This is an optimization exercise on Yosys and OpenROAD, whose aim is small area and a short achievable clock period, not a production implementation. RTL that was checked went through simulation tests only; none was proved equivalent to the original. No activity file was given, so power comes from the tool's default toggle rates.

==> flow/design.v <==
module fadd_align(a, b, x, p, cin, emax, sa, snov);
input [31:0] a, b;
output [23:0] x;
output [23:0] p;    
output cin;
output [7:0] emax;
output sa;
output snov;
wire [7:0] ea = a[30:23];
wire [7:0] eb = b[30:23];
wire [7:0] g0 = eb & ~ea;
wire [7:0] e0 = ~(ea ^ eb);
wire [3:0] g1, e1;
wire [1:0] g2, e2;
genvar i;
generate for (i = 0; i < 4; i = i + 1) begin : c1
  assign g1[i] = g0[2*i+1] | (e0[2*i+1] & g0[2*i]);
  assign e1[i] = e0[2*i+1] & e0[2*i];
end endgenerate
generate for (i = 0; i < 2; i = i + 1) begin : c2
  assign g2[i] = g1[2*i+1] | (e1[2*i+1] & g1[2*i]);
  assign e2[i] = e1[2*i+1] & e1[2*i];
end endgenerate
wire b_gt = g2[1] | (e2[1] & g2[0]);
wire eq = e2[1] & e2[0];
wire [7:0] dab = ea - eb;
wire [7:0] dba = eb - ea;
wire [7:0] d = b_gt ? dba : dab;
wire [22:0] fl = b_gt ? b[22:0] : a[22:0];
wire [22:0] fs = b_gt ? a[22:0] : b[22:0];
wire sl = b_gt ? b[31] : a[31];
wire ss = b_gt ? a[31] : b[31];
assign emax = b_gt ? eb : ea;
wire big = |d[7:5];
wire [23:0] m0 = {1'b1, fs};
wire [23:0] t0 = d[0] ? {1'd0, m0[23:1]} : m0;
wire [23:0] t1 = d[1] ? {2'd0, t0[23:2]} : t0;
wire [23:0] t2 = d[2] ? {4'd0, t1[23:4]} : t1;
wire [23:0] t3 = d[3] ? {8'd0, t2[23:8]} : t2;
wire [23:0] t4 = d[4] ? {16'd0, t3[23:16]} : t3;
wire [23:0] S = big ? 24'd0 : t4;
wire szero = (d >= 8'd24);
assign cin = ss;
wire [22:0] orp;   
assign orp[0] = fl[0];
generate for (i = 1; i < 23; i = i + 1) begin : po
  assign orp[i] = orp[i-1] | fl[i];
end endgenerate
assign x[0] = fl[0];
assign x[22:1] = fl[22:1] ^ ({22{sl}} & orp[21:0]);
assign x[23] = ~(sl & orp[22]);
assign p = S ^ x ^ {24{ss}};
assign snov = eq ? (a[31] ^ b[31]) : sl;
assign sa = (szero & ss) ? snov : a[31];
endmodule
module fadd_sum(x, p, cin, emax, sa, snov, z);
input [23:0] x, p; input cin; input [7:0] emax; input sa, snov; output [31:0] z;
wire [24:0] g0, p0;
assign g0 = {x & ~p, cin};
assign p0 = {p, 1'b0};
wire gg0 = g0[1] | (p0[1] & g0[0]);
wire gg1 = g0[3] | (p0[3] & g0[2]);
wire pp1 = p0[3] & p0[2];
wire gg2 = g0[5] | (p0[5] & g0[4]);
wire pp2 = p0[5] & p0[4];
wire gg3 = g0[7] | (p0[7] & g0[6]);
wire pp3 = p0[7] & p0[6];
wire gg4 = g0[9] | (p0[9] & g0[8]);
wire pp4 = p0[9] & p0[8];
wire gg5 = g0[11] | (p0[11] & g0[10]);
wire pp5 = p0[11] & p0[10];
wire gg6 = g0[13] | (p0[13] & g0[12]);
wire pp6 = p0[13] & p0[12];
wire gg7 = g0[15] | (p0[15] & g0[14]);
wire pp7 = p0[15] & p0[14];
wire gg8 = g0[17] | (p0[17] & g0[16]);
wire pp8 = p0[17] & p0[16];
wire gg9 = g0[19] | (p0[19] & g0[18]);
wire pp9 = p0[19] & p0[18];
wire gg10 = g0[21] | (p0[21] & g0[20]);
wire pp10 = p0[21] & p0[20];
wire gg11 = g0[23] | (p0[23] & g0[22]);
wire pp11 = p0[23] & p0[22];
wire gg12 = g0[2] | (p0[2] & gg0);
wire gg13 = gg1 | (pp1 & gg0);
wire gg14 = g0[6] | (p0[6] & gg2);
wire pp14 = p0[6] & pp2;
wire gg15 = gg3 | (pp3 & gg2);
wire pp15 = pp3 & pp2;
wire gg16 = g0[10] | (p0[10] & gg4);
wire pp16 = p0[10] & pp4;
wire gg17 = gg5 | (pp5 & gg4);
wire pp17 = pp5 & pp4;
wire gg18 = g0[14] | (p0[14] & gg6);
wire pp18 = p0[14] & pp6;
wire gg19 = gg7 | (pp7 & gg6);
wire pp19 = pp7 & pp6;
wire gg20 = g0[18] | (p0[18] & gg8);
wire pp20 = p0[18] & pp8;
wire gg21 = gg9 | (pp9 & gg8);
wire pp21 = pp9 & pp8;
wire gg22 = g0[22] | (p0[22] & gg10);
wire pp22 = p0[22] & pp10;
wire gg23 = gg11 | (pp11 & gg10);
wire pp23 = pp11 & pp10;
wire gg24 = g0[4] | (p0[4] & gg13);
wire gg25 = gg2 | (pp2 & gg13);
wire gg26 = gg14 | (pp14 & gg13);
wire gg27 = gg15 | (pp15 & gg13);
wire gg28 = g0[12] | (p0[12] & gg17);
wire pp28 = p0[12] & pp17;
wire gg29 = gg6 | (pp6 & gg17);
wire pp29 = pp6 & pp17;
wire gg30 = gg18 | (pp18 & gg17);
wire pp30 = pp18 & pp17;
wire gg31 = gg19 | (pp19 & gg17);
wire pp31 = pp19 & pp17;
wire gg32 = g0[20] | (p0[20] & gg21);
wire pp32 = p0[20] & pp21;
wire gg33 = gg10 | (pp10 & gg21);
wire pp33 = pp10 & pp21;
wire gg34 = gg22 | (pp22 & gg21);
wire pp34 = pp22 & pp21;
wire gg35 = gg23 | (pp23 & gg21);
wire pp35 = pp23 & pp21;
wire gg36 = g0[8] | (p0[8] & gg27);
wire gg37 = gg4 | (pp4 & gg27);
wire gg38 = gg16 | (pp16 & gg27);
wire gg39 = gg17 | (pp17 & gg27);
wire gg40 = gg28 | (pp28 & gg27);
wire gg41 = gg29 | (pp29 & gg27);
wire gg42 = gg30 | (pp30 & gg27);
wire gg43 = gg31 | (pp31 & gg27);
wire gg44 = g0[24] | (p0[24] & gg35);
wire pp44 = p0[24] & pp35;
wire gg45 = g0[16] | (p0[16] & gg43);
wire gg46 = gg8 | (pp8 & gg43);
wire gg47 = gg20 | (pp20 & gg43);
wire gg48 = gg21 | (pp21 & gg43);
wire gg49 = gg32 | (pp32 & gg43);
wire gg50 = gg33 | (pp33 & gg43);
wire gg51 = gg34 | (pp34 & gg43);
wire gg52 = gg35 | (pp35 & gg43);
wire gg53 = gg44 | (pp44 & gg43);
wire [22:0] s;
assign s[0] = p0[1] ^ g0[0];
assign s[1] = p0[2] ^ gg0;
assign s[2] = p0[3] ^ gg12;
assign s[3] = p0[4] ^ gg13;
assign s[4] = p0[5] ^ gg24;
assign s[5] = p0[6] ^ gg25;
assign s[6] = p0[7] ^ gg26;
assign s[7] = p0[8] ^ gg27;
assign s[8] = p0[9] ^ gg36;
assign s[9] = p0[10] ^ gg37;
assign s[10] = p0[11] ^ gg38;
assign s[11] = p0[12] ^ gg39;
assign s[12] = p0[13] ^ gg40;
assign s[13] = p0[14] ^ gg41;
assign s[14] = p0[15] ^ gg42;
assign s[15] = p0[16] ^ gg43;
assign s[16] = p0[17] ^ gg45;
assign s[17] = p0[18] ^ gg46;
assign s[18] = p0[19] ^ gg47;
assign s[19] = p0[20] ^ gg48;
assign s[20] = p0[21] ^ gg49;
assign s[21] = p0[22] ^ gg50;
assign s[22] = p0[23] ^ gg51;
wire s24 = gg53;
assign z = {s24 ? sa : snov, emax, s};
endmodule
module float_adder(a, b, z);
input [31:0] a, b;
output [31:0] z;
wire [23:0] x, p;
wire cin, sa, snov;
wire [7:0] emax;
fadd_align u_align(.a(a), .b(b), .x(x), .p(p), .cin(cin), .emax(emax), .sa(sa),
                   .snov(snov));
fadd_sum u_sum(.x(x), .p(p), .cin(cin), .emax(emax), .sa(sa), .snov(snov), .z(z));
endmodule
module fadd_top(clk, a, b, z);
input clk;
input [31:0] a, b;
output [31:0] z;
wire [23:0] x_d, p_d;
wire cin_d, sa_d, snov_d;
wire [7:0] emax_d;
reg [23:0] x_q, p_q;
reg cin_q, sa_q, snov_q;
reg [7:0] emax_q;
fadd_align u_align(.a(a), .b(b), .x(x_d), .p(p_d), .cin(cin_d), .emax(emax_d),
                   .sa(sa_d), .snov(snov_d));
always @(posedge clk) begin
  x_q <= x_d;
  p_q <= p_d;
  cin_q <= cin_d;
  emax_q <= emax_d;
  sa_q <= sa_d;
  snov_q <= snov_d;
end
fadd_sum u_sum(.x(x_q), .p(p_q), .cin(cin_q), .emax(emax_q), .sa(sa_q),
               .snov(snov_q), .z(z));
endmodule
clock: 8.5 ns
lec_check: 0
cap_margin: 20
core_margin: 2
core_utilization: 55
setup_slack_margin: 3.5
slew_margin: 20
standard.sh (not shown) runs the stock make flow with config.mk's settings and CLKGATE_MAP_FILE= SYNTH_SCRIPT=/design/flow/synth_recipe.tcl, a recipe that flattens the netlist after the stock synthesis.
==> flow/flow/run.sh <==
#!/bin/bash
# Standard ORFS layout (the standard.sh), with the I/O port buffers made
# from small buf_1 cells instead of the default clkdlybuf4s50_1 delay cells.
set -euo pipefail
export BUFFER_PORTS_ARGS="-buffer_cell sky130_fd_sc_hd__buf_1"
bash standard.sh > standard_flow.log 2>&1
==> next run, changes <==
--- a/flow/design.v
+++ b/flow/design.v
@@ -1,9 +1,8 @@
-module fadd_align(a, b, x, p, cin, emax, sa, snov);
+module fadd_align(a, b, x, y, cin, emax, sa, snov);
 input [31:0] a, b;
-output [23:0] x;
-output [23:0] p;    
+output [23:0] x, y;
 output cin;
 output [7:0] emax;
 output sa;
 output snov;
 wire [7:0] ea = a[30:23];
@@ -47,19 +46,19 @@
   assign orp[i] = orp[i-1] | fl[i];
 end endgenerate
 assign x[0] = fl[0];
 assign x[22:1] = fl[22:1] ^ ({22{sl}} & orp[21:0]);
 assign x[23] = ~(sl & orp[22]);
-assign p = S ^ x ^ {24{ss}};
+assign y = S ^ {24{ss}};
 assign snov = eq ? (a[31] ^ b[31]) : sl;
 assign sa = (szero & ss) ? snov : a[31];
 endmodule
-module fadd_sum(x, p, cin, emax, sa, snov, z);
-input [23:0] x, p; input cin; input [7:0] emax; input sa, snov; output [31:0] z;
+module fadd_sum(x, y, cin, emax, sa, snov, z);
+input [23:0] x, y; input cin; input [7:0] emax; input sa, snov; output [31:0] z;
 wire [24:0] g0, p0;
-assign g0 = {x & ~p, cin};
-assign p0 = {p, 1'b0};
+assign g0 = {x & y, cin};
+assign p0 = {x ^ y, 1'b0};
 wire gg0 = g0[1] | (p0[1] & g0[0]);
 wire gg1 = g0[3] | (p0[3] & g0[2]);
 wire pp1 = p0[3] & p0[2];
 wire gg2 = g0[5] | (p0[5] & g0[4]);
 wire pp2 = p0[5] & p0[4];
@@ -170,35 +169,35 @@
 assign z = {s24 ? sa : snov, emax, s};
 endmodule
 module float_adder(a, b, z);
 input [31:0] a, b;
 output [31:0] z;
-wire [23:0] x, p;
+wire [23:0] x, y;
 wire cin, sa, snov;
 wire [7:0] emax;
-fadd_align u_align(.a(a), .b(b), .x(x), .p(p), .cin(cin), .emax(emax), .sa(sa),
+fadd_align u_align(.a(a), .b(b), .x(x), .y(y), .cin(cin), .emax(emax), .sa(sa),
                    .snov(snov));
-fadd_sum u_sum(.x(x), .p(p), .cin(cin), .emax(emax), .sa(sa), .snov(snov), .z(z));
+fadd_sum u_sum(.x(x), .y(y), .cin(cin), .emax(emax), .sa(sa), .snov(snov), .z(z));
 endmodule
 module fadd_top(clk, a, b, z);
 input clk;
 input [31:0] a, b;
 output [31:0] z;
-wire [23:0] x_d, p_d;
+wire [23:0] x_d, y_d;
 wire cin_d, sa_d, snov_d;
 wire [7:0] emax_d;
-reg [23:0] x_q, p_q;
+reg [23:0] x_q, y_q;
 reg cin_q, sa_q, snov_q;
 reg [7:0] emax_q;
-fadd_align u_align(.a(a), .b(b), .x(x_d), .p(p_d), .cin(cin_d), .emax(emax_d),
+fadd_align u_align(.a(a), .b(b), .x(x_d), .y(y_d), .cin(cin_d), .emax(emax_d),
                    .sa(sa_d), .snov(snov_d));
 always @(posedge clk) begin
   x_q <= x_d;
-  p_q <= p_d;
+  y_q <= y_d;
   cin_q <= cin_d;
   emax_q <= emax_d;
   sa_q <= sa_d;
   snov_q <= snov_d;
 end
-fadd_sum u_sum(.x(x_q), .p(p_q), .cin(cin_q), .emax(emax_q), .sa(sa_q),
+fadd_sum u_sum(.x(x_q), .y(y_q), .cin(cin_q), .emax(emax_q), .sa(sa_q),
                .snov(snov_q), .z(z));
 endmodule
After rerunning:
- cell count went down by 4.6%
- global-route usage went down by 1.7 points
- via count went down by 8.7%
- total power went down by 12%
- setup slack degrades by 0.087 ns
- die area went down by 7.8%
- routed wire length went down by 15%
- sequential power went down by 15%
- final area went down by 6.9%
- count of clock-buffer cells in the layout went down by 2
- combinational power went down by 12%
- first-iteration DRC count went down by 13%
- synthesized area went down by 8.1%
No functional check of the RTL was part of the first run of this note.

## separate check: timing with driven ports
How much do the figures lean on ideal ports? The routed layouts below were timed once more, with nothing changed but the port constraints.
Step 1 sets driving cells, clkbuf_16 on the clock port and buf_2 on the other inputs (assumed; they add their load-dependent delay and slew).
Step 2 adds t to the input delays and takes it off the output delays; t is the mean of the earliest and latest rising clock arrival at the registers after step 1. Input paths then give back, and output paths get back, about the clock's delay inside the block.
Three values: no drivers, after step 1, after step 2; two values: the first two.
run	t (ns)	setup WS [ns]	worst register clock-pin slew, ns
the first run	0.386	3.668 / 3.683 / 3.298	0.08 / 0.08
the second run	0.391	3.581 / 3.546 / 3.373	0.08 / 0.08
After both steps setup and hold are still met in every run listed. The setup slack of the first run, which loses most, moves by +0.015 ns with the drivers and by -0.370 ns with both steps.
